From an optimization exercise on the open Yosys and OpenROAD flow, aimed at small area and a short achievable clock period; shortcuts taken in it are not production practice.
No functional check of the RTL was part of any run shown here.

==> flow/design.v <==
`timescale 1ns / 1ps
module fmac (
    input  i_clk,
    input  i_reset_n,
    input  i_sel,
    input  [7:0] i_Act_E,
    input  [15:0][3:0] i_Act_M,
    input  [7:0] i_Weight_E,
    input  [15:0][3:0] i_Weight_M,
    input  [7:0]  i_ACC_E,
    input  [23:0] i_ACC_M,
    output logic [7:0] o_Weight_E,
    output logic [15:0][3:0] o_Weight_M,
    output logic [7:0] o_Act_E,
    output logic [15:0][7:0] o_Act_M,
    output logic [7:0]  o_ACC_E,
    output logic [23:0] o_ACC_M
    );
    wire sg0_1 = i_Act_M[0][3] ^ i_Weight_M[0][3];
    wire nsg0_2 = ~sg0_1;
    wire pp0_3 = i_Act_M[0][0] & i_Weight_M[0][0];
    wire pp0_4 = i_Act_M[0][0] & i_Weight_M[0][1];
    wire pp0_5 = i_Act_M[0][0] & i_Weight_M[0][2];
    wire pp0_6 = i_Act_M[0][1] & i_Weight_M[0][0];
    wire pp0_7 = i_Act_M[0][1] & i_Weight_M[0][1];
    wire pp0_8 = i_Act_M[0][1] & i_Weight_M[0][2];
    wire pp0_9 = i_Act_M[0][2] & i_Weight_M[0][0];
    wire pp0_10 = i_Act_M[0][2] & i_Weight_M[0][1];
    wire pp0_11 = i_Act_M[0][2] & i_Weight_M[0][2];
    wire h12 = pp0_4 ^ pp0_6;
    wire k13 = pp0_4 & pp0_6;
    wire s14 = pp0_5 ^ pp0_7 ^ pp0_9;
    wire c15 = (pp0_5 & pp0_7) | (pp0_9 & (pp0_5 ^ pp0_7));
    wire h16 = k13 ^ s14;
    wire k17 = k13 & s14;
    wire s18 = pp0_8 ^ pp0_10 ^ c15;
    wire c19 = (pp0_8 & pp0_10) | (c15 & (pp0_8 ^ pp0_10));
    wire h20 = k17 ^ s18;
    wire k21 = k17 & s18;
    wire s22 = pp0_11 ^ c19 ^ k21;
    wire c23 = (pp0_11 & c19) | (k21 & (pp0_11 ^ c19));
    wire x0_24 = h12 ^ sg0_1;
    wire x0_25 = h16 ^ sg0_1;
    wire x0_26 = h20 ^ sg0_1;
    wire x0_27 = s22 ^ sg0_1;
    wire x0_28 = c23 ^ sg0_1;
    wire sg1_29 = i_Act_M[1][3] ^ i_Weight_M[1][3];
    wire nsg1_30 = ~sg1_29;
    wire pp1_31 = i_Act_M[1][0] & i_Weight_M[1][0];
    wire pp1_32 = i_Act_M[1][0] & i_Weight_M[1][1];
    wire pp1_33 = i_Act_M[1][0] & i_Weight_M[1][2];
    wire pp1_34 = i_Act_M[1][1] & i_Weight_M[1][0];
    wire pp1_35 = i_Act_M[1][1] & i_Weight_M[1][1];
    wire pp1_36 = i_Act_M[1][1] & i_Weight_M[1][2];
    wire pp1_37 = i_Act_M[1][2] & i_Weight_M[1][0];
    wire pp1_38 = i_Act_M[1][2] & i_Weight_M[1][1];
    wire pp1_39 = i_Act_M[1][2] & i_Weight_M[1][2];
    wire h40 = pp1_32 ^ pp1_34;
    wire k41 = pp1_32 & pp1_34;
    wire s42 = pp1_33 ^ pp1_35 ^ pp1_37;
    wire c43 = (pp1_33 & pp1_35) | (pp1_37 & (pp1_33 ^ pp1_35));
    wire h44 = k41 ^ s42;
    wire k45 = k41 & s42;
    wire s46 = pp1_36 ^ pp1_38 ^ c43;
    wire c47 = (pp1_36 & pp1_38) | (c43 & (pp1_36 ^ pp1_38));
    wire h48 = k45 ^ s46;
    wire k49 = k45 & s46;
    wire s50 = pp1_39 ^ c47 ^ k49;
    wire c51 = (pp1_39 & c47) | (k49 & (pp1_39 ^ c47));
    wire x1_52 = h40 ^ sg1_29;
    wire x1_53 = h44 ^ sg1_29;
    wire x1_54 = h48 ^ sg1_29;
    wire x1_55 = s50 ^ sg1_29;
    wire x1_56 = c51 ^ sg1_29;
    wire sg2_57 = i_Act_M[2][3] ^ i_Weight_M[2][3];
    wire nsg2_58 = ~sg2_57;
    wire pp2_59 = i_Act_M[2][0] & i_Weight_M[2][0];
    wire pp2_60 = i_Act_M[2][0] & i_Weight_M[2][1];
    wire pp2_61 = i_Act_M[2][0] & i_Weight_M[2][2];
    wire pp2_62 = i_Act_M[2][1] & i_Weight_M[2][0];
    wire pp2_63 = i_Act_M[2][1] & i_Weight_M[2][1];
    wire pp2_64 = i_Act_M[2][1] & i_Weight_M[2][2];
    wire pp2_65 = i_Act_M[2][2] & i_Weight_M[2][0];
    wire pp2_66 = i_Act_M[2][2] & i_Weight_M[2][1];
    wire pp2_67 = i_Act_M[2][2] & i_Weight_M[2][2];
    wire h68 = pp2_60 ^ pp2_62;
    wire k69 = pp2_60 & pp2_62;
    wire s70 = pp2_61 ^ pp2_63 ^ pp2_65;
    wire c71 = (pp2_61 & pp2_63) | (pp2_65 & (pp2_61 ^ pp2_63));
    wire h72 = k69 ^ s70;
    wire k73 = k69 & s70;
    wire s74 = pp2_64 ^ pp2_66 ^ c71;
    wire c75 = (pp2_64 & pp2_66) | (c71 & (pp2_64 ^ pp2_66));
    wire h76 = k73 ^ s74;
    wire k77 = k73 & s74;
    wire s78 = pp2_67 ^ c75 ^ k77;
    wire c79 = (pp2_67 & c75) | (k77 & (pp2_67 ^ c75));
    wire x2_80 = h68 ^ sg2_57;
    wire x2_81 = h72 ^ sg2_57;
    wire x2_82 = h76 ^ sg2_57;
    wire x2_83 = s78 ^ sg2_57;
    wire x2_84 = c79 ^ sg2_57;
    wire sg3_85 = i_Act_M[3][3] ^ i_Weight_M[3][3];
    wire nsg3_86 = ~sg3_85;
    wire pp3_87 = i_Act_M[3][0] & i_Weight_M[3][0];
    wire pp3_88 = i_Act_M[3][0] & i_Weight_M[3][1];
    wire pp3_89 = i_Act_M[3][0] & i_Weight_M[3][2];
    wire pp3_90 = i_Act_M[3][1] & i_Weight_M[3][0];
    wire pp3_91 = i_Act_M[3][1] & i_Weight_M[3][1];
    wire pp3_92 = i_Act_M[3][1] & i_Weight_M[3][2];
    wire pp3_93 = i_Act_M[3][2] & i_Weight_M[3][0];
    wire pp3_94 = i_Act_M[3][2] & i_Weight_M[3][1];
    wire pp3_95 = i_Act_M[3][2] & i_Weight_M[3][2];
    wire h96 = pp3_88 ^ pp3_90;
    wire k97 = pp3_88 & pp3_90;
    wire s98 = pp3_89 ^ pp3_91 ^ pp3_93;
    wire c99 = (pp3_89 & pp3_91) | (pp3_93 & (pp3_89 ^ pp3_91));
    wire h100 = k97 ^ s98;
    wire k101 = k97 & s98;
    wire s102 = pp3_92 ^ pp3_94 ^ c99;
    wire c103 = (pp3_92 & pp3_94) | (c99 & (pp3_92 ^ pp3_94));
    wire h104 = k101 ^ s102;
    wire k105 = k101 & s102;
    wire s106 = pp3_95 ^ c103 ^ k105;
    wire c107 = (pp3_95 & c103) | (k105 & (pp3_95 ^ c103));
    wire x3_108 = h96 ^ sg3_85;
    wire x3_109 = h100 ^ sg3_85;
    wire x3_110 = h104 ^ sg3_85;
    wire x3_111 = s106 ^ sg3_85;
    wire x3_112 = c107 ^ sg3_85;
    wire sg4_113 = i_Act_M[4][3] ^ i_Weight_M[4][3];
    wire nsg4_114 = ~sg4_113;
    wire pp4_115 = i_Act_M[4][0] & i_Weight_M[4][0];
    wire pp4_116 = i_Act_M[4][0] & i_Weight_M[4][1];
    wire pp4_117 = i_Act_M[4][0] & i_Weight_M[4][2];
    wire pp4_118 = i_Act_M[4][1] & i_Weight_M[4][0];
    wire pp4_119 = i_Act_M[4][1] & i_Weight_M[4][1];
    wire pp4_120 = i_Act_M[4][1] & i_Weight_M[4][2];
    wire pp4_121 = i_Act_M[4][2] & i_Weight_M[4][0];
    wire pp4_122 = i_Act_M[4][2] & i_Weight_M[4][1];
    wire pp4_123 = i_Act_M[4][2] & i_Weight_M[4][2];
    wire h124 = pp4_116 ^ pp4_118;
    wire k125 = pp4_116 & pp4_118;
    wire s126 = pp4_117 ^ pp4_119 ^ pp4_121;
    wire c127 = (pp4_117 & pp4_119) | (pp4_121 & (pp4_117 ^ pp4_119));
    wire h128 = k125 ^ s126;
    wire k129 = k125 & s126;
    wire s130 = pp4_120 ^ pp4_122 ^ c127;
    wire c131 = (pp4_120 & pp4_122) | (c127 & (pp4_120 ^ pp4_122));
    wire h132 = k129 ^ s130;
    wire k133 = k129 & s130;
    wire s134 = pp4_123 ^ c131 ^ k133;
    wire c135 = (pp4_123 & c131) | (k133 & (pp4_123 ^ c131));
    wire x4_136 = h124 ^ sg4_113;
    wire x4_137 = h128 ^ sg4_113;
    wire x4_138 = h132 ^ sg4_113;
    wire x4_139 = s134 ^ sg4_113;
    wire x4_140 = c135 ^ sg4_113;
    wire sg5_141 = i_Act_M[5][3] ^ i_Weight_M[5][3];
    wire nsg5_142 = ~sg5_141;
    wire pp5_143 = i_Act_M[5][0] & i_Weight_M[5][0];
    wire pp5_144 = i_Act_M[5][0] & i_Weight_M[5][1];
    wire pp5_145 = i_Act_M[5][0] & i_Weight_M[5][2];
    wire pp5_146 = i_Act_M[5][1] & i_Weight_M[5][0];
    wire pp5_147 = i_Act_M[5][1] & i_Weight_M[5][1];
    wire pp5_148 = i_Act_M[5][1] & i_Weight_M[5][2];
    wire pp5_149 = i_Act_M[5][2] & i_Weight_M[5][0];
    wire pp5_150 = i_Act_M[5][2] & i_Weight_M[5][1];
    wire pp5_151 = i_Act_M[5][2] & i_Weight_M[5][2];
    wire h152 = pp5_144 ^ pp5_146;
    wire k153 = pp5_144 & pp5_146;
    wire s154 = pp5_145 ^ pp5_147 ^ pp5_149;
    wire c155 = (pp5_145 & pp5_147) | (pp5_149 & (pp5_145 ^ pp5_147));
    wire h156 = k153 ^ s154;
    wire k157 = k153 & s154;
    wire s158 = pp5_148 ^ pp5_150 ^ c155;
    wire c159 = (pp5_148 & pp5_150) | (c155 & (pp5_148 ^ pp5_150));
    wire h160 = k157 ^ s158;
    wire k161 = k157 & s158;
    wire s162 = pp5_151 ^ c159 ^ k161;
    wire c163 = (pp5_151 & c159) | (k161 & (pp5_151 ^ c159));
    wire x5_164 = h152 ^ sg5_141;
    wire x5_165 = h156 ^ sg5_141;
    wire x5_166 = h160 ^ sg5_141;
    wire x5_167 = s162 ^ sg5_141;
    wire x5_168 = c163 ^ sg5_141;
    wire sg6_169 = i_Act_M[6][3] ^ i_Weight_M[6][3];
    wire nsg6_170 = ~sg6_169;
    wire pp6_171 = i_Act_M[6][0] & i_Weight_M[6][0];
    wire pp6_172 = i_Act_M[6][0] & i_Weight_M[6][1];
    wire pp6_173 = i_Act_M[6][0] & i_Weight_M[6][2];
    wire pp6_174 = i_Act_M[6][1] & i_Weight_M[6][0];
    wire pp6_175 = i_Act_M[6][1] & i_Weight_M[6][1];
    wire pp6_176 = i_Act_M[6][1] & i_Weight_M[6][2];
    wire pp6_177 = i_Act_M[6][2] & i_Weight_M[6][0];
    wire pp6_178 = i_Act_M[6][2] & i_Weight_M[6][1];
    wire pp6_179 = i_Act_M[6][2] & i_Weight_M[6][2];
    wire h180 = pp6_172 ^ pp6_174;
    wire k181 = pp6_172 & pp6_174;
    wire s182 = pp6_173 ^ pp6_175 ^ pp6_177;
    wire c183 = (pp6_173 & pp6_175) | (pp6_177 & (pp6_173 ^ pp6_175));
    wire h184 = k181 ^ s182;
    wire k185 = k181 & s182;
    wire s186 = pp6_176 ^ pp6_178 ^ c183;
    wire c187 = (pp6_176 & pp6_178) | (c183 & (pp6_176 ^ pp6_178));
    wire h188 = k185 ^ s186;
    wire k189 = k185 & s186;
    wire s190 = pp6_179 ^ c187 ^ k189;
    wire c191 = (pp6_179 & c187) | (k189 & (pp6_179 ^ c187));
    wire x6_192 = h180 ^ sg6_169;
    wire x6_193 = h184 ^ sg6_169;
    wire x6_194 = h188 ^ sg6_169;
    wire x6_195 = s190 ^ sg6_169;
    wire x6_196 = c191 ^ sg6_169;
    wire sg7_197 = i_Act_M[7][3] ^ i_Weight_M[7][3];
    wire nsg7_198 = ~sg7_197;
    wire pp7_199 = i_Act_M[7][0] & i_Weight_M[7][0];
    wire pp7_200 = i_Act_M[7][0] & i_Weight_M[7][1];
    wire pp7_201 = i_Act_M[7][0] & i_Weight_M[7][2];
    wire pp7_202 = i_Act_M[7][1] & i_Weight_M[7][0];
    wire pp7_203 = i_Act_M[7][1] & i_Weight_M[7][1];
    wire pp7_204 = i_Act_M[7][1] & i_Weight_M[7][2];
    wire pp7_205 = i_Act_M[7][2] & i_Weight_M[7][0];
    wire pp7_206 = i_Act_M[7][2] & i_Weight_M[7][1];
    wire pp7_207 = i_Act_M[7][2] & i_Weight_M[7][2];
    wire h208 = pp7_200 ^ pp7_202;
    wire k209 = pp7_200 & pp7_202;
    wire s210 = pp7_201 ^ pp7_203 ^ pp7_205;
    wire c211 = (pp7_201 & pp7_203) | (pp7_205 & (pp7_201 ^ pp7_203));
    wire h212 = k209 ^ s210;
    wire k213 = k209 & s210;
    wire s214 = pp7_204 ^ pp7_206 ^ c211;
    wire c215 = (pp7_204 & pp7_206) | (c211 & (pp7_204 ^ pp7_206));
    wire h216 = k213 ^ s214;
    wire k217 = k213 & s214;
    wire s218 = pp7_207 ^ c215 ^ k217;
    wire c219 = (pp7_207 & c215) | (k217 & (pp7_207 ^ c215));
    wire x7_220 = h208 ^ sg7_197;
    wire x7_221 = h212 ^ sg7_197;
    wire x7_222 = h216 ^ sg7_197;
    wire x7_223 = s218 ^ sg7_197;
    wire x7_224 = c219 ^ sg7_197;
    wire sg8_225 = i_Act_M[8][3] ^ i_Weight_M[8][3];
    wire nsg8_226 = ~sg8_225;
    wire pp8_227 = i_Act_M[8][0] & i_Weight_M[8][0];
    wire pp8_228 = i_Act_M[8][0] & i_Weight_M[8][1];
    wire pp8_229 = i_Act_M[8][0] & i_Weight_M[8][2];
    wire pp8_230 = i_Act_M[8][1] & i_Weight_M[8][0];
    wire pp8_231 = i_Act_M[8][1] & i_Weight_M[8][1];
    wire pp8_232 = i_Act_M[8][1] & i_Weight_M[8][2];
    wire pp8_233 = i_Act_M[8][2] & i_Weight_M[8][0];
    wire pp8_234 = i_Act_M[8][2] & i_Weight_M[8][1];
    wire pp8_235 = i_Act_M[8][2] & i_Weight_M[8][2];
    wire h236 = pp8_228 ^ pp8_230;
    wire k237 = pp8_228 & pp8_230;
    wire s238 = pp8_229 ^ pp8_231 ^ pp8_233;
    wire c239 = (pp8_229 & pp8_231) | (pp8_233 & (pp8_229 ^ pp8_231));
    wire h240 = k237 ^ s238;
    wire k241 = k237 & s238;
    wire s242 = pp8_232 ^ pp8_234 ^ c239;
    wire c243 = (pp8_232 & pp8_234) | (c239 & (pp8_232 ^ pp8_234));
    wire h244 = k241 ^ s242;
    wire k245 = k241 & s242;
    wire s246 = pp8_235 ^ c243 ^ k245;
    wire c247 = (pp8_235 & c243) | (k245 & (pp8_235 ^ c243));
    wire x8_248 = h236 ^ sg8_225;
    wire x8_249 = h240 ^ sg8_225;
    wire x8_250 = h244 ^ sg8_225;
    wire x8_251 = s246 ^ sg8_225;
    wire x8_252 = c247 ^ sg8_225;
    wire sg9_253 = i_Act_M[9][3] ^ i_Weight_M[9][3];
    wire nsg9_254 = ~sg9_253;
    wire pp9_255 = i_Act_M[9][0] & i_Weight_M[9][0];
    wire pp9_256 = i_Act_M[9][0] & i_Weight_M[9][1];
    wire pp9_257 = i_Act_M[9][0] & i_Weight_M[9][2];
    wire pp9_258 = i_Act_M[9][1] & i_Weight_M[9][0];
    wire pp9_259 = i_Act_M[9][1] & i_Weight_M[9][1];
    wire pp9_260 = i_Act_M[9][1] & i_Weight_M[9][2];
    wire pp9_261 = i_Act_M[9][2] & i_Weight_M[9][0];
    wire pp9_262 = i_Act_M[9][2] & i_Weight_M[9][1];
    wire pp9_263 = i_Act_M[9][2] & i_Weight_M[9][2];
    wire h264 = pp9_256 ^ pp9_258;
    wire k265 = pp9_256 & pp9_258;
    wire s266 = pp9_257 ^ pp9_259 ^ pp9_261;
    wire c267 = (pp9_257 & pp9_259) | (pp9_261 & (pp9_257 ^ pp9_259));
    wire h268 = k265 ^ s266;
    wire k269 = k265 & s266;
    wire s270 = pp9_260 ^ pp9_262 ^ c267;
    wire c271 = (pp9_260 & pp9_262) | (c267 & (pp9_260 ^ pp9_262));
    wire h272 = k269 ^ s270;
    wire k273 = k269 & s270;
    wire s274 = pp9_263 ^ c271 ^ k273;
    wire c275 = (pp9_263 & c271) | (k273 & (pp9_263 ^ c271));
    wire x9_276 = h264 ^ sg9_253;
    wire x9_277 = h268 ^ sg9_253;
    wire x9_278 = h272 ^ sg9_253;
    wire x9_279 = s274 ^ sg9_253;
    wire x9_280 = c275 ^ sg9_253;
    wire sg10_281 = i_Act_M[10][3] ^ i_Weight_M[10][3];
    wire nsg10_282 = ~sg10_281;
    wire pp10_283 = i_Act_M[10][0] & i_Weight_M[10][0];
    wire pp10_284 = i_Act_M[10][0] & i_Weight_M[10][1];
    wire pp10_285 = i_Act_M[10][0] & i_Weight_M[10][2];
    wire pp10_286 = i_Act_M[10][1] & i_Weight_M[10][0];
    wire pp10_287 = i_Act_M[10][1] & i_Weight_M[10][1];
    wire pp10_288 = i_Act_M[10][1] & i_Weight_M[10][2];
    wire pp10_289 = i_Act_M[10][2] & i_Weight_M[10][0];
    wire pp10_290 = i_Act_M[10][2] & i_Weight_M[10][1];
    wire pp10_291 = i_Act_M[10][2] & i_Weight_M[10][2];
    wire h292 = pp10_284 ^ pp10_286;
    wire k293 = pp10_284 & pp10_286;
    wire s294 = pp10_285 ^ pp10_287 ^ pp10_289;
    wire c295 = (pp10_285 & pp10_287) | (pp10_289 & (pp10_285 ^ pp10_287));
    wire h296 = k293 ^ s294;
    wire k297 = k293 & s294;
    wire s298 = pp10_288 ^ pp10_290 ^ c295;
    wire c299 = (pp10_288 & pp10_290) | (c295 & (pp10_288 ^ pp10_290));
    wire h300 = k297 ^ s298;
    wire k301 = k297 & s298;
    wire s302 = pp10_291 ^ c299 ^ k301;
    wire c303 = (pp10_291 & c299) | (k301 & (pp10_291 ^ c299));
    wire x10_304 = h292 ^ sg10_281;
    wire x10_305 = h296 ^ sg10_281;
    wire x10_306 = h300 ^ sg10_281;
    wire x10_307 = s302 ^ sg10_281;
    wire x10_308 = c303 ^ sg10_281;
    wire sg11_309 = i_Act_M[11][3] ^ i_Weight_M[11][3];
    wire nsg11_310 = ~sg11_309;
    wire pp11_311 = i_Act_M[11][0] & i_Weight_M[11][0];
    wire pp11_312 = i_Act_M[11][0] & i_Weight_M[11][1];
    wire pp11_313 = i_Act_M[11][0] & i_Weight_M[11][2];
    wire pp11_314 = i_Act_M[11][1] & i_Weight_M[11][0];
    wire pp11_315 = i_Act_M[11][1] & i_Weight_M[11][1];
    wire pp11_316 = i_Act_M[11][1] & i_Weight_M[11][2];
    wire pp11_317 = i_Act_M[11][2] & i_Weight_M[11][0];
    wire pp11_318 = i_Act_M[11][2] & i_Weight_M[11][1];
    wire pp11_319 = i_Act_M[11][2] & i_Weight_M[11][2];
    wire h320 = pp11_312 ^ pp11_314;
    wire k321 = pp11_312 & pp11_314;
    wire s322 = pp11_313 ^ pp11_315 ^ pp11_317;
    wire c323 = (pp11_313 & pp11_315) | (pp11_317 & (pp11_313 ^ pp11_315));
    wire h324 = k321 ^ s322;
    wire k325 = k321 & s322;
    wire s326 = pp11_316 ^ pp11_318 ^ c323;
    wire c327 = (pp11_316 & pp11_318) | (c323 & (pp11_316 ^ pp11_318));
    wire h328 = k325 ^ s326;
    wire k329 = k325 & s326;
    wire s330 = pp11_319 ^ c327 ^ k329;
    wire c331 = (pp11_319 & c327) | (k329 & (pp11_319 ^ c327));
    wire x11_332 = h320 ^ sg11_309;
    wire x11_333 = h324 ^ sg11_309;
    wire x11_334 = h328 ^ sg11_309;
    wire x11_335 = s330 ^ sg11_309;
    wire x11_336 = c331 ^ sg11_309;
    wire sg12_337 = i_Act_M[12][3] ^ i_Weight_M[12][3];
    wire nsg12_338 = ~sg12_337;
    wire pp12_339 = i_Act_M[12][0] & i_Weight_M[12][0];
    wire pp12_340 = i_Act_M[12][0] & i_Weight_M[12][1];
    wire pp12_341 = i_Act_M[12][0] & i_Weight_M[12][2];
    wire pp12_342 = i_Act_M[12][1] & i_Weight_M[12][0];
    wire pp12_343 = i_Act_M[12][1] & i_Weight_M[12][1];
    wire pp12_344 = i_Act_M[12][1] & i_Weight_M[12][2];
    wire pp12_345 = i_Act_M[12][2] & i_Weight_M[12][0];
    wire pp12_346 = i_Act_M[12][2] & i_Weight_M[12][1];
    wire pp12_347 = i_Act_M[12][2] & i_Weight_M[12][2];
    wire h348 = pp12_340 ^ pp12_342;
    wire k349 = pp12_340 & pp12_342;
    wire s350 = pp12_341 ^ pp12_343 ^ pp12_345;
    wire c351 = (pp12_341 & pp12_343) | (pp12_345 & (pp12_341 ^ pp12_343));
    wire h352 = k349 ^ s350;
    wire k353 = k349 & s350;
    wire s354 = pp12_344 ^ pp12_346 ^ c351;
    wire c355 = (pp12_344 & pp12_346) | (c351 & (pp12_344 ^ pp12_346));
    wire h356 = k353 ^ s354;
    wire k357 = k353 & s354;
    wire s358 = pp12_347 ^ c355 ^ k357;
    wire c359 = (pp12_347 & c355) | (k357 & (pp12_347 ^ c355));
    wire x12_360 = h348 ^ sg12_337;
    wire x12_361 = h352 ^ sg12_337;
    wire x12_362 = h356 ^ sg12_337;
    wire x12_363 = s358 ^ sg12_337;
    wire x12_364 = c359 ^ sg12_337;
    wire sg13_365 = i_Act_M[13][3] ^ i_Weight_M[13][3];
    wire nsg13_366 = ~sg13_365;
    wire pp13_367 = i_Act_M[13][0] & i_Weight_M[13][0];
    wire pp13_368 = i_Act_M[13][0] & i_Weight_M[13][1];
    wire pp13_369 = i_Act_M[13][0] & i_Weight_M[13][2];
    wire pp13_370 = i_Act_M[13][1] & i_Weight_M[13][0];
    wire pp13_371 = i_Act_M[13][1] & i_Weight_M[13][1];
    wire pp13_372 = i_Act_M[13][1] & i_Weight_M[13][2];
    wire pp13_373 = i_Act_M[13][2] & i_Weight_M[13][0];
    wire pp13_374 = i_Act_M[13][2] & i_Weight_M[13][1];
    wire pp13_375 = i_Act_M[13][2] & i_Weight_M[13][2];
    wire h376 = pp13_368 ^ pp13_370;
    wire k377 = pp13_368 & pp13_370;
    wire s378 = pp13_369 ^ pp13_371 ^ pp13_373;
    wire c379 = (pp13_369 & pp13_371) | (pp13_373 & (pp13_369 ^ pp13_371));
    wire h380 = k377 ^ s378;
    wire k381 = k377 & s378;
    wire s382 = pp13_372 ^ pp13_374 ^ c379;
    wire c383 = (pp13_372 & pp13_374) | (c379 & (pp13_372 ^ pp13_374));
    wire h384 = k381 ^ s382;
    wire k385 = k381 & s382;
    wire s386 = pp13_375 ^ c383 ^ k385;
    wire c387 = (pp13_375 & c383) | (k385 & (pp13_375 ^ c383));
    wire x13_388 = h376 ^ sg13_365;
    wire x13_389 = h380 ^ sg13_365;
    wire x13_390 = h384 ^ sg13_365;
    wire x13_391 = s386 ^ sg13_365;
    wire x13_392 = c387 ^ sg13_365;
    wire sg14_393 = i_Act_M[14][3] ^ i_Weight_M[14][3];
    wire nsg14_394 = ~sg14_393;
    wire pp14_395 = i_Act_M[14][0] & i_Weight_M[14][0];
    wire pp14_396 = i_Act_M[14][0] & i_Weight_M[14][1];
    wire pp14_397 = i_Act_M[14][0] & i_Weight_M[14][2];
    wire pp14_398 = i_Act_M[14][1] & i_Weight_M[14][0];
    wire pp14_399 = i_Act_M[14][1] & i_Weight_M[14][1];
    wire pp14_400 = i_Act_M[14][1] & i_Weight_M[14][2];
    wire pp14_401 = i_Act_M[14][2] & i_Weight_M[14][0];
    wire pp14_402 = i_Act_M[14][2] & i_Weight_M[14][1];
    wire pp14_403 = i_Act_M[14][2] & i_Weight_M[14][2];
    wire h404 = pp14_396 ^ pp14_398;
    wire k405 = pp14_396 & pp14_398;
    wire s406 = pp14_397 ^ pp14_399 ^ pp14_401;
    wire c407 = (pp14_397 & pp14_399) | (pp14_401 & (pp14_397 ^ pp14_399));
    wire h408 = k405 ^ s406;
    wire k409 = k405 & s406;
    wire s410 = pp14_400 ^ pp14_402 ^ c407;
    wire c411 = (pp14_400 & pp14_402) | (c407 & (pp14_400 ^ pp14_402));
    wire h412 = k409 ^ s410;
    wire k413 = k409 & s410;
    wire s414 = pp14_403 ^ c411 ^ k413;
    wire c415 = (pp14_403 & c411) | (k413 & (pp14_403 ^ c411));
    wire x14_416 = h404 ^ sg14_393;
    wire x14_417 = h408 ^ sg14_393;
    wire x14_418 = h412 ^ sg14_393;
    wire x14_419 = s414 ^ sg14_393;
    wire x14_420 = c415 ^ sg14_393;
    wire sg15_421 = i_Act_M[15][3] ^ i_Weight_M[15][3];
    wire nsg15_422 = ~sg15_421;
    wire pp15_423 = i_Act_M[15][0] & i_Weight_M[15][0];
    wire pp15_424 = i_Act_M[15][0] & i_Weight_M[15][1];
    wire pp15_425 = i_Act_M[15][0] & i_Weight_M[15][2];
    wire pp15_426 = i_Act_M[15][1] & i_Weight_M[15][0];
    wire pp15_427 = i_Act_M[15][1] & i_Weight_M[15][1];
    wire pp15_428 = i_Act_M[15][1] & i_Weight_M[15][2];
    wire pp15_429 = i_Act_M[15][2] & i_Weight_M[15][0];
    wire pp15_430 = i_Act_M[15][2] & i_Weight_M[15][1];
    wire pp15_431 = i_Act_M[15][2] & i_Weight_M[15][2];
    wire h432 = pp15_424 ^ pp15_426;
    wire k433 = pp15_424 & pp15_426;
    wire s434 = pp15_425 ^ pp15_427 ^ pp15_429;
    wire c435 = (pp15_425 & pp15_427) | (pp15_429 & (pp15_425 ^ pp15_427));
    wire h436 = k433 ^ s434;
    wire k437 = k433 & s434;
    wire s438 = pp15_428 ^ pp15_430 ^ c435;
    wire c439 = (pp15_428 & pp15_430) | (c435 & (pp15_428 ^ pp15_430));
    wire h440 = k437 ^ s438;
    wire k441 = k437 & s438;
    wire s442 = pp15_431 ^ c439 ^ k441;
    wire c443 = (pp15_431 & c439) | (k441 & (pp15_431 ^ c439));
    wire x15_444 = h432 ^ sg15_421;
    wire x15_445 = h436 ^ sg15_421;
    wire x15_446 = h440 ^ sg15_421;
    wire x15_447 = s442 ^ sg15_421;
    wire x15_448 = c443 ^ sg15_421;
    wire q449 = ~(pp0_3 ^ pp1_31);
    wire o450 = pp0_3 | pp1_31;
    wire s451 = pp2_59 ^ pp3_87 ^ pp4_115;
    wire c452 = (pp2_59 & pp3_87) | (pp4_115 & (pp2_59 ^ pp3_87));
    wire s453 = pp5_143 ^ pp6_171 ^ pp7_199;
    wire c454 = (pp5_143 & pp6_171) | (pp7_199 & (pp5_143 ^ pp6_171));
    wire s455 = pp8_227 ^ pp9_255 ^ pp10_283;
    wire c456 = (pp8_227 & pp9_255) | (pp10_283 & (pp8_227 ^ pp9_255));
    wire s457 = pp11_311 ^ pp12_339 ^ pp13_367;
    wire c458 = (pp11_311 & pp12_339) | (pp13_367 & (pp11_311 ^ pp12_339));
    wire s459 = pp14_395 ^ pp15_423 ^ q449;
    wire c460 = (pp14_395 & pp15_423) | (q449 & (pp14_395 ^ pp15_423));
    wire s461 = s451 ^ s453 ^ s455;
    wire c462 = (s451 & s453) | (s455 & (s451 ^ s453));
    wire s463 = s457 ^ s459 ^ s461;
    wire c464 = (s457 & s459) | (s461 & (s457 ^ s459));
    wire q465 = ~((sg0_1 & ~pp0_3) ^ (sg1_29 & ~pp1_31));
    wire o466 = (sg0_1 & ~pp0_3) | (sg1_29 & ~pp1_31);
    wire s467 = (sg2_57 & ~pp2_59) ^ (sg3_85 & ~pp3_87) ^ (sg4_113 & ~pp4_115);
    wire c468 = ((sg2_57 & ~pp2_59) & (sg3_85 & ~pp3_87)) | ((sg4_113 & ~pp4_115) & ((sg2_57 & ~pp2_59) ^ (sg3_85 & ~pp3_87)));
    wire s469 = (sg5_141 & ~pp5_143) ^ (sg6_169 & ~pp6_171) ^ (sg7_197 & ~pp7_199);
    wire c470 = ((sg5_141 & ~pp5_143) & (sg6_169 & ~pp6_171)) | ((sg7_197 & ~pp7_199) & ((sg5_141 & ~pp5_143) ^ (sg6_169 & ~pp6_171)));
    wire s471 = (sg8_225 & ~pp8_227) ^ (sg9_253 & ~pp9_255) ^ (sg10_281 & ~pp10_283);
    wire c472 = ((sg8_225 & ~pp8_227) & (sg9_253 & ~pp9_255)) | ((sg10_281 & ~pp10_283) & ((sg8_225 & ~pp8_227) ^ (sg9_253 & ~pp9_255)));
    wire s473 = (sg11_309 & ~pp11_311) ^ (sg12_337 & ~pp12_339) ^ (sg13_365 & ~pp13_367);
    wire c474 = ((sg11_309 & ~pp11_311) & (sg12_337 & ~pp12_339)) | ((sg13_365 & ~pp13_367) & ((sg11_309 & ~pp11_311) ^ (sg12_337 & ~pp12_339)));
    wire s475 = (sg14_393 & ~pp14_395) ^ (sg15_421 & ~pp15_423) ^ o450;
    wire c476 = ((sg14_393 & ~pp14_395) & (sg15_421 & ~pp15_423)) | (o450 & ((sg14_393 & ~pp14_395) ^ (sg15_421 & ~pp15_423)));
    wire s477 = c452 ^ c454 ^ c456;
    wire c478 = (c452 & c454) | (c456 & (c452 ^ c454));
    wire s479 = c458 ^ q465 ^ x0_24;
    wire c480 = (c458 & q465) | (x0_24 & (c458 ^ q465));
    wire s481 = x1_52 ^ x2_80 ^ x3_108;
    wire c482 = (x1_52 & x2_80) | (x3_108 & (x1_52 ^ x2_80));
    wire s483 = x4_136 ^ x5_164 ^ x6_192;
    wire c484 = (x4_136 & x5_164) | (x6_192 & (x4_136 ^ x5_164));
    wire s485 = x7_220 ^ x8_248 ^ x9_276;
    wire c486 = (x7_220 & x8_248) | (x9_276 & (x7_220 ^ x8_248));
    wire s487 = x10_304 ^ x11_332 ^ x12_360;
    wire c488 = (x10_304 & x11_332) | (x12_360 & (x10_304 ^ x11_332));
    wire s489 = x13_388 ^ x14_416 ^ x15_444;
    wire c490 = (x13_388 & x14_416) | (x15_444 & (x13_388 ^ x14_416));
    wire s491 = s467 ^ s469 ^ s471;
    wire c492 = (s467 & s469) | (s471 & (s467 ^ s469));
    wire s493 = s473 ^ c460 ^ s475;
    wire c494 = (s473 & c460) | (s475 & (s473 ^ c460));
    wire s495 = c462 ^ s477 ^ s479;
    wire c496 = (c462 & s477) | (s479 & (c462 ^ s477));
    wire s497 = s481 ^ s483 ^ s485;
    wire c498 = (s481 & s483) | (s485 & (s481 ^ s483));
    wire s499 = s487 ^ s489 ^ s491;
    wire c500 = (s487 & s489) | (s491 & (s487 ^ s489));
    wire s501 = s493 ^ c464 ^ s495;
    wire c502 = (s493 & c464) | (s495 & (s493 ^ c464));
    wire s503 = s497 ^ s499 ^ s501;
    wire c504 = (s497 & s499) | (s501 & (s497 ^ s499));
    wire q505 = ~(o466 ^ c468);
    wire o506 = o466 | c468;
    wire s507 = c470 ^ c472 ^ c474;
    wire c508 = (c470 & c472) | (c474 & (c470 ^ c472));
    wire s509 = c476 ^ q505 ^ c478;
    wire c510 = (c476 & q505) | (c478 & (c476 ^ q505));
    wire s511 = c480 ^ c482 ^ c484;
    wire c512 = (c480 & c482) | (c484 & (c480 ^ c482));
    wire s513 = c486 ^ c488 ^ c490;
    wire c514 = (c486 & c488) | (c490 & (c486 ^ c488));
    wire s515 = x0_25 ^ x1_53 ^ x2_81;
    wire c516 = (x0_25 & x1_53) | (x2_81 & (x0_25 ^ x1_53));
    wire s517 = x3_109 ^ x4_137 ^ x5_165;
    wire c518 = (x3_109 & x4_137) | (x5_165 & (x3_109 ^ x4_137));
    wire s519 = x6_193 ^ x7_221 ^ x8_249;
    wire c520 = (x6_193 & x7_221) | (x8_249 & (x6_193 ^ x7_221));
    wire s521 = x9_277 ^ x10_305 ^ x11_333;
    wire c522 = (x9_277 & x10_305) | (x11_333 & (x9_277 ^ x10_305));
    wire s523 = x12_361 ^ x13_389 ^ x14_417;
    wire c524 = (x12_361 & x13_389) | (x14_417 & (x12_361 ^ x13_389));
    wire s525 = x15_445 ^ c492 ^ s507;
    wire c526 = (x15_445 & c492) | (s507 & (x15_445 ^ c492));
    wire s527 = c494 ^ s509 ^ s511;
    wire c528 = (c494 & s509) | (s511 & (c494 ^ s509));
    wire s529 = s513 ^ c496 ^ c498;
    wire c530 = (s513 & c496) | (c498 & (s513 ^ c496));
    wire s531 = s515 ^ s517 ^ s519;
    wire c532 = (s515 & s517) | (s519 & (s515 ^ s517));
    wire s533 = s521 ^ s523 ^ s525;
    wire c534 = (s521 & s523) | (s525 & (s521 ^ s523));
    wire s535 = c500 ^ c502 ^ s527;
    wire c536 = (c500 & c502) | (s527 & (c500 ^ c502));
    wire s537 = s529 ^ s531 ^ s533;
    wire c538 = (s529 & s531) | (s533 & (s529 ^ s531));
    wire s539 = c504 ^ s535 ^ s537;
    wire c540 = (c504 & s535) | (s537 & (c504 ^ s535));
    wire q541 = ~(o506 ^ c508);
    wire o542 = o506 | c508;
    wire s543 = c510 ^ q541 ^ c512;
    wire c544 = (c510 & q541) | (c512 & (c510 ^ q541));
    wire s545 = c514 ^ x0_26 ^ x1_54;
    wire c546 = (c514 & x0_26) | (x1_54 & (c514 ^ x0_26));
    wire s547 = x2_82 ^ x3_110 ^ x4_138;
    wire c548 = (x2_82 & x3_110) | (x4_138 & (x2_82 ^ x3_110));
    wire s549 = x5_166 ^ x6_194 ^ x7_222;
    wire c550 = (x5_166 & x6_194) | (x7_222 & (x5_166 ^ x6_194));
    wire s551 = x8_250 ^ x9_278 ^ x10_306;
    wire c552 = (x8_250 & x9_278) | (x10_306 & (x8_250 ^ x9_278));
    wire s553 = x11_334 ^ x12_362 ^ x13_390;
    wire c554 = (x11_334 & x12_362) | (x13_390 & (x11_334 ^ x12_362));
    wire s555 = x14_418 ^ x15_446 ^ c516;
    wire c556 = (x14_418 & x15_446) | (c516 & (x14_418 ^ x15_446));
    wire s557 = c518 ^ c520 ^ c522;
    wire c558 = (c518 & c520) | (c522 & (c518 ^ c520));
    wire s559 = c524 ^ c526 ^ s543;
    wire c560 = (c524 & c526) | (s543 & (c524 ^ c526));
    wire s561 = c528 ^ c530 ^ c532;
    wire c562 = (c528 & c530) | (c532 & (c528 ^ c530));
    wire s563 = s545 ^ s547 ^ s549;
    wire c564 = (s545 & s547) | (s549 & (s545 ^ s547));
    wire s565 = s551 ^ s553 ^ s555;
    wire c566 = (s551 & s553) | (s555 & (s551 ^ s553));
    wire s567 = s557 ^ c534 ^ c536;
    wire c568 = (s557 & c534) | (c536 & (s557 ^ c534));
    wire s569 = s559 ^ s561 ^ s563;
    wire c570 = (s559 & s561) | (s563 & (s559 ^ s561));
    wire s571 = s565 ^ c538 ^ s567;
    wire c572 = (s565 & c538) | (s567 & (s565 ^ c538));
    wire s573 = s569 ^ c540 ^ s571;
    wire c574 = (s569 & c540) | (s571 & (s569 ^ c540));
    wire q575 = ~(o542 ^ c544);
    wire o576 = o542 | c544;
    wire s577 = x0_27 ^ x1_55 ^ x2_83;
    wire c578 = (x0_27 & x1_55) | (x2_83 & (x0_27 ^ x1_55));
    wire s579 = x3_111 ^ x4_139 ^ x5_167;
    wire c580 = (x3_111 & x4_139) | (x5_167 & (x3_111 ^ x4_139));
    wire s581 = x6_195 ^ x7_223 ^ x8_251;
    wire c582 = (x6_195 & x7_223) | (x8_251 & (x6_195 ^ x7_223));
    wire s583 = x9_279 ^ x10_307 ^ x11_335;
    wire c584 = (x9_279 & x10_307) | (x11_335 & (x9_279 ^ x10_307));
    wire s585 = x12_363 ^ x13_391 ^ x14_419;
    wire c586 = (x12_363 & x13_391) | (x14_419 & (x12_363 ^ x13_391));
    wire s587 = x15_447 ^ c546 ^ c548;
    wire c588 = (x15_447 & c546) | (c548 & (x15_447 ^ c546));
    wire s589 = c550 ^ c552 ^ c554;
    wire c590 = (c550 & c552) | (c554 & (c550 ^ c552));
    wire s591 = c556 ^ c558 ^ q575;
    wire c592 = (c556 & c558) | (q575 & (c556 ^ c558));
    wire s593 = c560 ^ s577 ^ s579;
    wire c594 = (c560 & s577) | (s579 & (c560 ^ s577));
    wire s595 = s581 ^ s583 ^ s585;
    wire c596 = (s581 & s583) | (s585 & (s581 ^ s583));
    wire s597 = c562 ^ c564 ^ c566;
    wire c598 = (c562 & c564) | (c566 & (c562 ^ c564));
    wire s599 = s587 ^ s589 ^ s591;
    wire c600 = (s587 & s589) | (s591 & (s587 ^ s589));
    wire s601 = c568 ^ s593 ^ s595;
    wire c602 = (c568 & s593) | (s595 & (c568 ^ s593));
    wire s603 = c570 ^ s597 ^ s599;
    wire c604 = (c570 & s597) | (s599 & (c570 ^ s597));
    wire s605 = c572 ^ s601 ^ s603;
    wire c606 = (c572 & s601) | (s603 & (c572 ^ s601));
    wire q607 = ~(x0_28 ^ x1_56);
    wire o608 = x0_28 | x1_56;
    wire s609 = x2_84 ^ x3_112 ^ x4_140;
    wire c610 = (x2_84 & x3_112) | (x4_140 & (x2_84 ^ x3_112));
    wire s611 = x5_168 ^ x6_196 ^ x7_224;
    wire c612 = (x5_168 & x6_196) | (x7_224 & (x5_168 ^ x6_196));
    wire s613 = x8_252 ^ x9_280 ^ x10_308;
    wire c614 = (x8_252 & x9_280) | (x10_308 & (x8_252 ^ x9_280));
    wire s615 = x11_336 ^ x12_364 ^ x13_392;
    wire c616 = (x11_336 & x12_364) | (x13_392 & (x11_336 ^ x12_364));
    wire s617 = x14_420 ^ x15_448 ^ o576;
    wire c618 = (x14_420 & x15_448) | (o576 & (x14_420 ^ x15_448));
    wire s619 = q607 ^ c578 ^ c580;
    wire c620 = (q607 & c578) | (c580 & (q607 ^ c578));
    wire s621 = c582 ^ c584 ^ c586;
    wire c622 = (c582 & c584) | (c586 & (c582 ^ c584));
    wire s623 = s609 ^ s611 ^ s613;
    wire c624 = (s609 & s611) | (s613 & (s609 ^ s611));
    wire s625 = s615 ^ c588 ^ c590;
    wire c626 = (s615 & c588) | (c590 & (s615 ^ c588));
    wire s627 = c592 ^ s617 ^ c594;
    wire c628 = (c592 & s617) | (c594 & (c592 ^ s617));
    wire s629 = c596 ^ s619 ^ s621;
    wire c630 = (c596 & s619) | (s621 & (c596 ^ s619));
    wire s631 = s623 ^ c598 ^ s625;
    wire c632 = (s623 & c598) | (s625 & (s623 ^ c598));
    wire s633 = c600 ^ c602 ^ s627;
    wire c634 = (c600 & c602) | (s627 & (c600 ^ c602));
    wire s635 = s629 ^ s631 ^ c604;
    wire c636 = (s629 & s631) | (c604 & (s629 ^ s631));
    wire s637 = s633 ^ c606 ^ s635;
    wire c638 = (s633 & c606) | (s635 & (s633 ^ c606));
    wire q639 = ~(nsg0_2 ^ nsg1_30);
    wire o640 = nsg0_2 | nsg1_30;
    wire s641 = nsg2_58 ^ nsg3_86 ^ nsg4_114;
    wire c642 = (nsg2_58 & nsg3_86) | (nsg4_114 & (nsg2_58 ^ nsg3_86));
    wire s643 = nsg5_142 ^ nsg6_170 ^ nsg7_198;
    wire c644 = (nsg5_142 & nsg6_170) | (nsg7_198 & (nsg5_142 ^ nsg6_170));
    wire s645 = nsg8_226 ^ nsg9_254 ^ nsg10_282;
    wire c646 = (nsg8_226 & nsg9_254) | (nsg10_282 & (nsg8_226 ^ nsg9_254));
    wire s647 = nsg11_310 ^ nsg12_338 ^ nsg13_366;
    wire c648 = (nsg11_310 & nsg12_338) | (nsg13_366 & (nsg11_310 ^ nsg12_338));
    wire s649 = nsg14_394 ^ nsg15_422 ^ q639;
    wire c650 = (nsg14_394 & nsg15_422) | (q639 & (nsg14_394 ^ nsg15_422));
    wire s651 = s641 ^ s643 ^ s645;
    wire c652 = (s641 & s643) | (s645 & (s641 ^ s643));
    wire s653 = s647 ^ s649 ^ s651;
    wire c654 = (s647 & s649) | (s651 & (s647 ^ s649));
    wire s655 = s653 ^ o608 ^ c610;
    wire c656 = (s653 & o608) | (c610 & (s653 ^ o608));
    wire s657 = c612 ^ c614 ^ c616;
    wire c658 = (c612 & c614) | (c616 & (c612 ^ c614));
    wire s659 = c618 ^ c620 ^ c622;
    wire c660 = (c618 & c620) | (c622 & (c618 ^ c620));
    wire s661 = c624 ^ s655 ^ s657;
    wire c662 = (c624 & s655) | (s657 & (c624 ^ s655));
    wire s663 = c626 ^ c628 ^ c630;
    wire c664 = (c626 & c628) | (c630 & (c626 ^ c628));
    wire s665 = s659 ^ s661 ^ c632;
    wire c666 = (s659 & s661) | (c632 & (s659 ^ s661));
    wire s667 = c634 ^ s663 ^ s665;
    wire c668 = (c634 & s663) | (s665 & (c634 ^ s663));
    wire s669 = c636 ^ s667 ^ c638;
    wire c670 = (c636 & s667) | (c638 & (c636 ^ s667));
    wire q671 = ~(o640 ^ c642);
    wire o672 = o640 | c642;
    wire s673 = c644 ^ c646 ^ c648;
    wire c674 = (c644 & c646) | (c648 & (c644 ^ c646));
    wire s675 = c650 ^ q671 ^ c652;
    wire c676 = (c650 & q671) | (c652 & (c650 ^ q671));
    wire s677 = s673 ^ s675 ^ c654;
    wire c678 = (s673 & s675) | (c654 & (s673 ^ s675));
    wire s679 = s677 ^ c656 ^ c658;
    wire c680 = (s677 & c656) | (c658 & (s677 ^ c656));
    wire s681 = c660 ^ c662 ^ s679;
    wire c682 = (c660 & c662) | (s679 & (c660 ^ c662));
    wire s683 = c664 ^ s681 ^ c666;
    wire c684 = (c664 & s681) | (c666 & (c664 ^ s681));
    wire s685 = c668 ^ s683 ^ c670;
    wire c686 = (c668 & s683) | (c670 & (c668 ^ s683));
    wire q687 = ~(o672 ^ c674);
    wire o688 = o672 | c674;
    wire s689 = q687 ^ c676 ^ c678;
    wire c690 = (q687 & c676) | (c678 & (q687 ^ c676));
    wire s691 = s689 ^ c680 ^ c682;
    wire c692 = (s689 & c680) | (c682 & (s689 ^ c680));
    wire s693 = s691 ^ c684 ^ c686;
    wire c694 = (s691 & c684) | (c686 & (s691 ^ c684));
    wire q695 = ~(o688 ^ c690);
    wire o696 = o688 | c690;
    wire s697 = q695 ^ c692 ^ c694;
    wire c698 = (q695 & c692) | (c694 & (q695 ^ c692));
    wire [10:0] X = {o696, s697, s693, s685, s669, s637, c574, s573, s539, s503, s463};
    wire [10:0] Y = {c698, 1'b0, 1'b0, 1'b0, 1'b0, 1'b0, s605, 1'b0, 1'b0, 1'b0, 1'b0};
    wire [10:0] cg = X & Y;
    wire [10:0] cp = X ^ Y;
    wire gg699 = cg[1] | (cp[1] & cg[0]);
    wire gp700 = cp[1] & cp[0];
    wire gg701 = cg[2] | (cp[2] & cg[1]);
    wire gp702 = cp[2] & cp[1];
    wire gg703 = cg[3] | (cp[3] & cg[2]);
    wire gp704 = cp[3] & cp[2];
    wire gg705 = cg[4] | (cp[4] & cg[3]);
    wire gp706 = cp[4] & cp[3];
    wire gg707 = cg[5] | (cp[5] & cg[4]);
    wire gp708 = cp[5] & cp[4];
    wire gg709 = cg[6] | (cp[6] & cg[5]);
    wire gp710 = cp[6] & cp[5];
    wire gg711 = cg[7] | (cp[7] & cg[6]);
    wire gp712 = cp[7] & cp[6];
    wire gg713 = cg[8] | (cp[8] & cg[7]);
    wire gp714 = cp[8] & cp[7];
    wire gg715 = cg[9] | (cp[9] & cg[8]);
    wire gp716 = cp[9] & cp[8];
    wire gg717 = cg[10] | (cp[10] & cg[9]);
    wire gp718 = cp[10] & cp[9];
    wire gg719 = gg701 | (gp702 & cg[0]);
    wire gp720 = gp702 & cp[0];
    wire gg721 = gg703 | (gp704 & gg699);
    wire gp722 = gp704 & gp700;
    wire gg723 = gg705 | (gp706 & gg701);
    wire gp724 = gp706 & gp702;
    wire gg725 = gg707 | (gp708 & gg703);
    wire gp726 = gp708 & gp704;
    wire gg727 = gg709 | (gp710 & gg705);
    wire gp728 = gp710 & gp706;
    wire gg729 = gg711 | (gp712 & gg707);
    wire gp730 = gp712 & gp708;
    wire gg731 = gg713 | (gp714 & gg709);
    wire gp732 = gp714 & gp710;
    wire gg733 = gg715 | (gp716 & gg711);
    wire gp734 = gp716 & gp712;
    wire gg735 = gg717 | (gp718 & gg713);
    wire gp736 = gp718 & gp714;
    wire gg737 = gg723 | (gp724 & cg[0]);
    wire gp738 = gp724 & cp[0];
    wire gg739 = gg725 | (gp726 & gg699);
    wire gp740 = gp726 & gp700;
    wire gg741 = gg727 | (gp728 & gg719);
    wire gp742 = gp728 & gp720;
    wire gg743 = gg729 | (gp730 & gg721);
    wire gp744 = gp730 & gp722;
    wire gg745 = gg731 | (gp732 & gg723);
    wire gp746 = gp732 & gp724;
    wire gg747 = gg733 | (gp734 & gg725);
    wire gp748 = gp734 & gp726;
    wire gg749 = gg735 | (gp736 & gg727);
    wire gp750 = gp736 & gp728;
    wire gg751 = gg745 | (gp746 & cg[0]);
    wire gp752 = gp746 & cp[0];
    wire gg753 = gg747 | (gp748 & gg699);
    wire gp754 = gp748 & gp700;
    wire gg755 = gg749 | (gp750 & gg719);
    wire gp756 = gp750 & gp720;
    wire [10:0] T = {(cp[10] ^ gg753), (cp[9] ^ gg751), (cp[8] ^ gg743), (cp[7] ^ gg741), (cp[6] ^ gg739), (cp[5] ^ gg737), (cp[4] ^ gg721), (cp[3] ^ gg719), (cp[2] ^ gg699), (cp[1] ^ cg[0]), (cp[0])};
    wire [10:0] U = {(cp[10] ^ (gg753 | gp754)), (cp[9] ^ (gg751 | gp752)), (cp[8] ^ (gg743 | gp744)), (cp[7] ^ (gg741 | gp742)), (cp[6] ^ (gg739 | gp740)), (cp[5] ^ (gg737 | gp738)), (cp[4] ^ (gg721 | gp722)), (cp[3] ^ (gg719 | gp720)), (cp[2] ^ (gg699 | gp700)), (cp[1] ^ (cg[0] | cp[0])), (~cp[0])};
    wire       sgn  = U[10];
    wire [9:0] mag  = sgn ? ~T[9:0] : U[9:0];
    wire       zero = &(X ^ Y);                 
    wire       z8 = sgn ? (&T[9:2]) : ~|U[9:2];
    wire [9:0] m1 = z8 ? {mag[1:0], 8'd0} : mag;
    wire       z4 = ~|m1[9:6];
    wire [9:0] m2 = z4 ? {m1[5:0], 4'd0} : m1;
    wire       z2 = ~|m2[9:8];
    wire [9:0] m3 = z2 ? {m2[7:0], 2'd0} : m2;
    wire       z1 = ~m3[9];
    wire [9:0] m4 = z1 ? {m3[8:0], 1'b0} : m3;
    wire [3:0] lz = {z8, z4, z2, z1};
    wire [8:0] e   = {1'b0, i_Act_E} + {1'b0, i_Weight_E};
    wire [9:0] e3  = {1'b0, e} + 10'd3;
    wire [5:0] eh  = e3[9:4];
    wire [5:0] ehm = e3[9:4] - 6'd1;
    wire [4:0] xl  = {1'b0, e3[3:0]} - {1'b0, lz};
    wire       bw  = xl[4];
    wire [7:0] xe  = {bw ? ehm[3:0] : eh[3:0], xl[3:0]};
    wire       lo15 = &xl[3:0];
    wire       ovf0 = (eh  >= 6'd16) | ((eh  == 6'd15) & lo15);
    wire       ovf1 = (ehm >= 6'd16) & (eh != 6'd0) | ((ehm == 6'd15) & lo15);
    wire       ovf = bw ? ovf1 : ovf0;                
    wire       unf = bw & (eh == 6'd0);               
    wire [9:0] fu  = mag << e[2:0];                   
    logic [7:0]  fp_exp;
    logic [23:0] fp_man;
    always_comb begin
        if (zero) begin
            fp_exp = e[7:0];
            fp_man = 24'd0;
        end else if (ovf) begin
            fp_exp = 8'hFF;
            fp_man = 24'd0;
        end else if (unf) begin
            fp_exp = 8'd0;
            fp_man = {sgn, fu, 13'd0};
        end else begin
            fp_exp = xe;
            fp_man = {sgn, m4[8:0], 1'b0, 13'd0};
        end
    end
    always_ff @ (posedge i_clk or negedge i_reset_n) begin
        if (~i_reset_n) begin
            o_Act_E    <= 0;
            o_Weight_E <= 0;
            o_ACC_E    <= 0;
            o_ACC_M    <= 0;
            o_Act_M    <= 0;
            o_Weight_M <= 0;
        end else begin
            o_Act_E    <= i_Act_E;
            o_Weight_E <= i_Weight_E;
            o_ACC_E    <= fp_exp;
            o_ACC_M    <= fp_man;
            for (int j = 0; j < 16; j = j + 1) begin
                o_Act_M[j]    <= {4'd0, i_Act_M[j]};
                o_Weight_M[j] <= i_Weight_M[j];
            end
        end
    end
endmodule
module fmac_top (
    input          i_clk,
    input          i_reset_n,
    input          i_sel,
    input  [7:0]   i_Act_E,
    input  [63:0]  i_Act_M,
    input  [7:0]   i_Weight_E,
    input  [63:0]  i_Weight_M,
    input  [7:0]   i_ACC_E,
    input  [23:0]  i_ACC_M,
    output [7:0]   o_Weight_E,
    output [63:0]  o_Weight_M,
    output [7:0]   o_Act_E,
    output [127:0] o_Act_M,
    output [7:0]   o_ACC_E,
    output [23:0]  o_ACC_M
);
    fmac u_fmac (
        .i_clk      (i_clk),
        .i_reset_n  (i_reset_n),
        .i_sel      (i_sel),
        .i_Act_E    (i_Act_E),
        .i_Act_M    (i_Act_M),
        .i_Weight_E (i_Weight_E),
        .i_Weight_M (i_Weight_M),
        .i_ACC_E    (i_ACC_E),
        .i_ACC_M    (i_ACC_M),
        .o_Weight_E (o_Weight_E),
        .o_Weight_M (o_Weight_M),
        .o_Act_E    (o_Act_E),
        .o_Act_M    (o_Act_M),
        .o_ACC_E    (o_ACC_E),
        .o_ACC_M    (o_ACC_M)
    );
endmodule
==> flow/flow/run.sh <==
#!/bin/bash
# Own layout flow: the standard ORFS flow, with two changes:
#  - synthesis leaves adders to ABC (no full/half-adder cell extraction),
#  - port buffers use the smallest buffer cell.
set -euo pipefail
bash standard.sh ADDER_MAP_FILE= \
  "BUFFER_PORTS_ARGS=-buffer_cell sky130_fd_sc_hd__buf_1" \
  finish > run_flow.log 2>&1
==> flow/standard.sh <==
#!/bin/bash
# synth_recipe.tcl (not shown) runs the flow's synth.tcl, then flattens the netlist and writes it again
# the make line also repeats each setting of config.mk as NAME=value (left out here)
make -C /OpenROAD-flow-scripts/flow DESIGN_CONFIG=/design/flow/config.mk WORK_HOME=/design/flow/orfs CLKGATE_MAP_FILE= SYNTH_SCRIPT=/design/flow/synth_recipe.tcl "${@:-finish}"
==> flow/config.mk <==
export PLATFORM = sky130hd
export DESIGN_NAME = fmac_top
export DESIGN_NICKNAME = fmac_top
export VERILOG_FILES = /design/flow/design.v
export SDC_FILE = /design/flow/constraint.sdc
export NUM_CORES = 4
export LEC_CHECK = 0
export ABC_AREA = 1
export CAP_MARGIN = 20
export CORE_MARGIN = 2
export CORE_UTILIZATION = 40
export SLEW_MARGIN = 20
==> flow/constraint.sdc <==
create_clock -name core_clock -period 18.0 [get_ports {i_clk}]
set_input_delay 3.6000 -clock core_clock [delete_from_list [all_inputs] [get_ports {i_clk}]]
set_output_delay 3.6000 -clock core_clock [all_outputs]
set_load 0.01 [all_outputs]
==> results of run 1 <==
path summary, 6_finish.rpt:
kind	start	to	slack (ps)	depth (start not counted)
worst max-delay path	i_Weight_M[43]	u_fmac.o_ACC_M[15]	8050	55
max in group asynchronous	i_reset_n	u_fmac.o_Act_M[113]	13740	2
min in group core_clock	i_Act_M[59]	u_fmac.o_Act_M[115]	3270	1
worst min-delay path	i_reset_n	u_fmac.o_Act_M[57]	3080	1
flip-flops by register name (all words and copies together) (netlist names):
signal	cells
u_fmac.o_Act_E	8
u_fmac.o_ACC_M	11
u_fmac.o_ACC_E	8
u_fmac.o_Weight_M	64
u_fmac.o_Act_M	64
u_fmac.o_Weight_E	8
cell usage after synthesis, drive strengths merged (9+ instances only):
library cell and count:
o21ai 116, inv 346, a21o 9, nand2 1266, nand3b 24, or2 25
a21boi 20, nand3 286, xor2 60, xnor2 17, dfrtp 163, a21oi 60
nor2 158, buf 83, nand4 26
stage by stage:
stage / cell area (sq um) / setup slack (ps)
floorplan: 16140 / 9467
global placement: 17330 / 7825
detailed placement: 17330 / 7703
CTS: 17840 / 8187
global route: 17840 / 7265
finish: 17840 / 8051
logic make-up after synthesis:
| logic type | share of synthesized area |
|---|---|
| flops | 0.2573 |
| compound gates | 0.08256 |
| xor+xnor | 0.04491 |
| simple gates | 0.4896 |
| fa+ha+maj | 0.003157 |
| other cells | 0.0002366 |
| buf+inv | 0.1222 |
layer usage:
metal	vias to the layer above	global-route usage	part of all wire
met5	-	0	0
met4	0	0.05083	0.015
met3	34	0.03467	0.052
met2	364	0.3628	0.46
met1	7406	0.2753	0.47
li1	8888	-	-
area by class of cell:
type                       count  area, sq um  share of cell area
tap                          518        648.1             0.03632
clock buffer                  21        450.4             0.02524
clock inverter                10        62.56            0.003506
timing repair buffer         310         1175             0.06584
sequential                   163         4079              0.2286
inverter                     347         1308             0.07328
multi-input combinational   2177        10120              0.5672
==> run_results.csv, run 1 <==
group,metric,value,unit
status,status,"timing/DRC/antenna clean",
drt,firstDrtPassIters,5,
floorplanning,start_util,0.4073,
yosys,yosys_most_used_dff,"dfrtp_1",
clock_tree,cts_sinks,163,
critical_path,crit_arrival,10300,ps
grt,grt_pass1_vias,14890,
timing,fin_crit,9949,ps
yosys,async_flop_share,1.000,
placed_design,dp_hpwl,37110,um
drt,post-route-drc-count,0,
yosys,synth_area_leaders,"nand2_1, dfrtp_1, nand3_1",
timing,maxSlewHeadroom,0.4338,
floorplanning,die_y,203.1,um
yosys,netlist_instances,2694,
critical_path,worst-path-max-fanout,17,
timing,hold_viol,0,
floorplanning,core_area,38920,sq um
yosys,synth_top_area_share,0.2842,
yosys,yosys.area.top_type,"nand2_1",
layout,layout_commonest_cell,"nand2_1",
timing,final_max_slew_viol_count,0,
clock_tree,ctsResizeCount,0,
drt,avgViaCountPerCell,4.707,
grt,antenna_found_initial,0,
timing,fmax,0.1005,GHz
timing,tns,0,ps
critical_path,end_kind,"flip-flop",
timing,setup_viol,0,
floorplanning,die_w,203.1,um
timing,tightest_slew,849.3,ps
critical_path,cp.buffers_inverters,6,
critical_path,critPathTopFamily,"simple AND/OR/NAND/NOR gates",
drt,antenna_left,0,
yosys,synth_edf_count,0,
critical_path,start_kind,"input pin",
layout,stdcell_count,3546,
clock_tree,clockBufferDepth,2,
placed_design,io_buffer_count,308,
grt,grt_max_degree,70,
layout,antenna_cells,0,
critical_path,path_class,"in2reg",
critical_path,cp_common_cell,"nand2_1",
clock_tree,cts_root_buf,"clkbuf_16",
clock_tree,cts_tree,"yes",
flow_run,drv_cap,0,
grt,grt_pass1_wl,70260,um
clock_tree,cts_setup_buffers,0,
yosys,yosysWarnings,1,
critical_path,crit_path_top_delay_cell,"a21oi_1",
grt,grt_usage,0.2107,
yosys,synth_cell_types,52,
timing,rsz0062_at_grt,"no",
clock_tree,clk_pin_slew,60,ps
floorplanning,rows,72,
clock_tree,ctsHoldBuffers,0,
clock_tree,cts_buffers,17,
floorplanning,num_io_pins,419,
layout,final_util,0.4585,
drt,via_count,16690,
yosys,syn_area_per_cell,5.884,sq um
floorplanning,dieArea,41240,sq um
placed_design,place_congestion,0.8808,
yosys,yosysSeqAreaShare,0.2573,
drt,wl_per_cell,12.33,um
drt,drtIter0Drc,696,
yosys,synth-seq-cells,163,
clock_tree,htree_num_levels,4,
layout,syn_to_final_growth,12.57,%
critical_path,cp.required,18350,ps
layout,fillerInstances,4195,
timing,period_share,0.5527,
min_path,hold_class,"in2async",
drt,wirelength,43710,um
layout,layout_common_cells,"nand2_1, inv_1, buf_1",
yosys,synth_area,15850,sq um
placed_design,dp.cells,3515,
timing,holdWs,3080,ps
grt,grt_overflow,0,
layout,num-nets-final,3195,
critical_path,max_stage_delay,590,ps
layout,drive_above_1_share,0.06143,
==> run 2: changes to the inputs <==
--- a/flow/config.mk
+++ b/flow/config.mk
@@ -9,4 +9,5 @@
 export CAP_MARGIN = 20
 export CORE_MARGIN = 2
 export CORE_UTILIZATION = 40
+export CTS_BUF_LIST = sky130_fd_sc_hd__clkbuf_8
 export SLEW_MARGIN = 20
==> run_results.csv, run 2 <==
group,metric,value,unit
status,status,"timing/DRC/antenna clean",
timing,holdWs,3016,ps
layout,layout_commonest_cell,"nand2_1",
placed_design,dp_hpwl,37110,um
critical_path,crit_path_top_delay_cell,"a21oi_1",
yosys,synth_cell_types,52,
min_path,hold_class,"in2async",
drt,drtIter0Drc,652,
timing,setup_viol,0,
layout,fillerInstances,4235,
drt,antenna_left,0,
clock_tree,cts_sinks,163,
flow_run,drv_cap,0,
yosys,yosys_most_used_dff,"dfrtp_1",
layout,antenna_cells,0,
timing,tightest_slew,851.8,ps
critical_path,path_class,"in2reg",
layout,fin_area,17650,sq um
drt,post-route-drc-count,0,
floorplanning,dieArea,41240,sq um
placed_design,place_congestion,0.8808,
placed_design,dpl-instance-area,17330,sq um
layout,syn_to_final_growth,11.36,%
clock_tree,clk_pin_slew,80,ps
clock_tree,ctsResizeCount,0,
layout,layout_common_cells,"nand2_1, inv_1, buf_1",
critical_path,cp.required,18410,ps
critical_path,crit_arrival,10260,ps
timing,hold_viol,0,
clock_tree,clockBufferDepth,2,
grt,antenna_found_initial,0,
grt,grt_overflow,0,
timing,rsz0062_at_grt,"no",
floorplanning,num_io_pins,419,
clock_tree,ctsHoldBuffers,0,
timing,tns,0,ps
clock_tree,cts_setup_buffers,0,
clock_tree,cts_root_buf,"clkbuf_8",
clock_tree,cts_tree,"yes",
floorplanning,start_util,0.4073,
yosys,synth_edf_count,0,
timing,period_share,0.5472,
grt,grt_pass1_wl,70180,um
layout,num-nets-final,3195,
yosys,synth_area_leaders,"nand2_1, dfrtp_1, nand3_1",
drt,avgViaCountPerCell,4.703,
timing,fmax,0.1015,GHz
critical_path,start_kind,"input pin",
critical_path,cp_common_cell,"nand2_1",
timing,final_max_slew_viol_count,0,
drt,firstDrtPassIters,5,
grt,grt_pass1_vias,14880,
yosys,async_flop_share,1.000,
yosys,synth-seq-cells,163,
drt,wirelength,43630,um
drt,via_count,16680,
critical_path,cp.buffers_inverters,6,
critical_path,crit_start,"i_Weight_M[43]",
timing,fin_crit,9850,ps
yosys,yosysWarnings,1,
grt,grt_max_degree,70,
yosys,yosys.area.top_type,"nand2_1",
floorplanning,rows,72,
yosys,synth_area,15850,sq um
floorplanning,die_w,203.1,um
timing,maxSlewHeadroom,0.4321,
yosys,synth_most_common_cell,"nand2_1",
floorplanning,die_y,203.1,um
critical_path,critPathTopFamily,"simple AND/OR/NAND/NOR gates",
clock_tree,cts_buffers,17,
layout,reg_top3,"u_fmac.o_Act_M: 64 flops, u_fmac.o_Weight_M: 64 flops, u_fmac.o_ACC_M: 11 flops",
yosys,synth_top_area_share,0.2842,
critical_path,max_stage_delay,560,ps
yosys,yosysSeqAreaShare,0.2573,
floorplanning,core_area,38920,sq um
yosys,syn_area_per_cell,5.884,sq um
placed_design,io_buffer_count,308,
critical_path,worst-path-max-fanout,17,
layout,drive_above_1_share,0.06143,
drt,wl_per_cell,12.30,um
grt,grt_usage,0.2110,
clock_tree,htree_num_levels,4,
yosys,netlist_instances,2694,
critical_path,end_kind,"flip-flop",
yosys,synth_commonest_cells,"nand2_1, inv_1, nand3_1, dfrtp_1, nor2_1",
==> run 2: cell counts after synthesis <==
Identical to the previous run, type by type.
==> run 2: area by class of cell <==
type,instances,area (sq um),area share
Multi-Input combinational cell,2177,10120,0.5734
Inverter,347,1308,0.07407
Timing Repair Buffer,310,1175,0.06656
Tap cell,518,648.1,0.03672
Sequential cell,163,4079,0.2311
Clock inverter,13,73.82,0.004182
Clock buffer,18,247.7,0.01403
==> run 2: worst max-delay path by stage <==
stage / depth (start not counted) / end / slack (ps)
after floorplan: 54 / u_fmac.o_ACC_M[15] / 9470
after global placement: 49 / u_fmac.o_ACC_M[15] / 7830
final: 55 / u_fmac.o_ACC_M[15] / 8150
after global routing: 55 / u_fmac.o_ACC_M[15] / 7350
after detailed placement: 55 / u_fmac.o_ACC_M[15] / 7700
after CTS: 53 / u_fmac.o_ACC_M[15] / 8280
==> run 2: logic make-up after synthesis <==
| logic type | synth area share |
|---|---|
| other | 0.0002366 |
| AOI/OAI and AO/OA | 0.08256 |
| adders and majority gates | 0.003157 |
| DFF | 0.2573 |
| buffers and inverters | 0.1222 |
| and+or+nand+nor | 0.4896 |
| xor gates and xnor gates | 0.04491 |
==> run 2: through the flow <==
step | utilization | cells | worst slack (ps)
3_3_place_gp | 0.4453 | 3515 | 7825
3_5_place_dp | 0.4453 | 3515 | 7703
4_1_cts | 0.4536 | 3546 | 8275
2_1_floorplan | - | 2770 | 9467
6_report | 0.4536 | 3546 | 8150
5_1_grt | 0.4536 | 3546 | 7354
==> run 2: routing by layer <==
layer / up-vias / GRT usage / routed length, um
met5: - / 0 / 0
met4: 0 / 0.05396 / 575
met3: 31 / 0.03676 / 2169
met2: 366 / 0.3614 / 20130
met1: 7394 / 0.2748 / 20750
li1: 8885 / - / -

-- port drivers added, routing unchanged --
How much do the figures lean on ideal ports? The routed layouts below were timed once more, with nothing changed but the port constraints.
Step 1, drivers: a clkbuf_16 drives i_clk and a buf_2 each remaining input, both assumed.
Step 2 also shifts input and output timing later by t, the mid clock arrival at the registers, as if the neighbouring blocks saw the same clock.
a / b / c = no drivers / after step 1 / after step 2; a / b = the first two.
| run | t (ns) | setup WS [ns] | worst setup path at the end | latest minus earliest clock arrival (ns) |
|---|---|---|---|---|
| run 1 | 0.512 | 8.051 / 8.073 / 7.561 | input to register | 0.015 / 0.014 |
| run 2 | 0.562 | 8.150 / 8.172 / 7.610 | input to register | 0.020 / 0.020 |
After both steps every run listed still meets setup and hold. The setup slack of run 2, which loses most, moves by +0.022 ns with the drivers and by -0.540 ns with both steps.
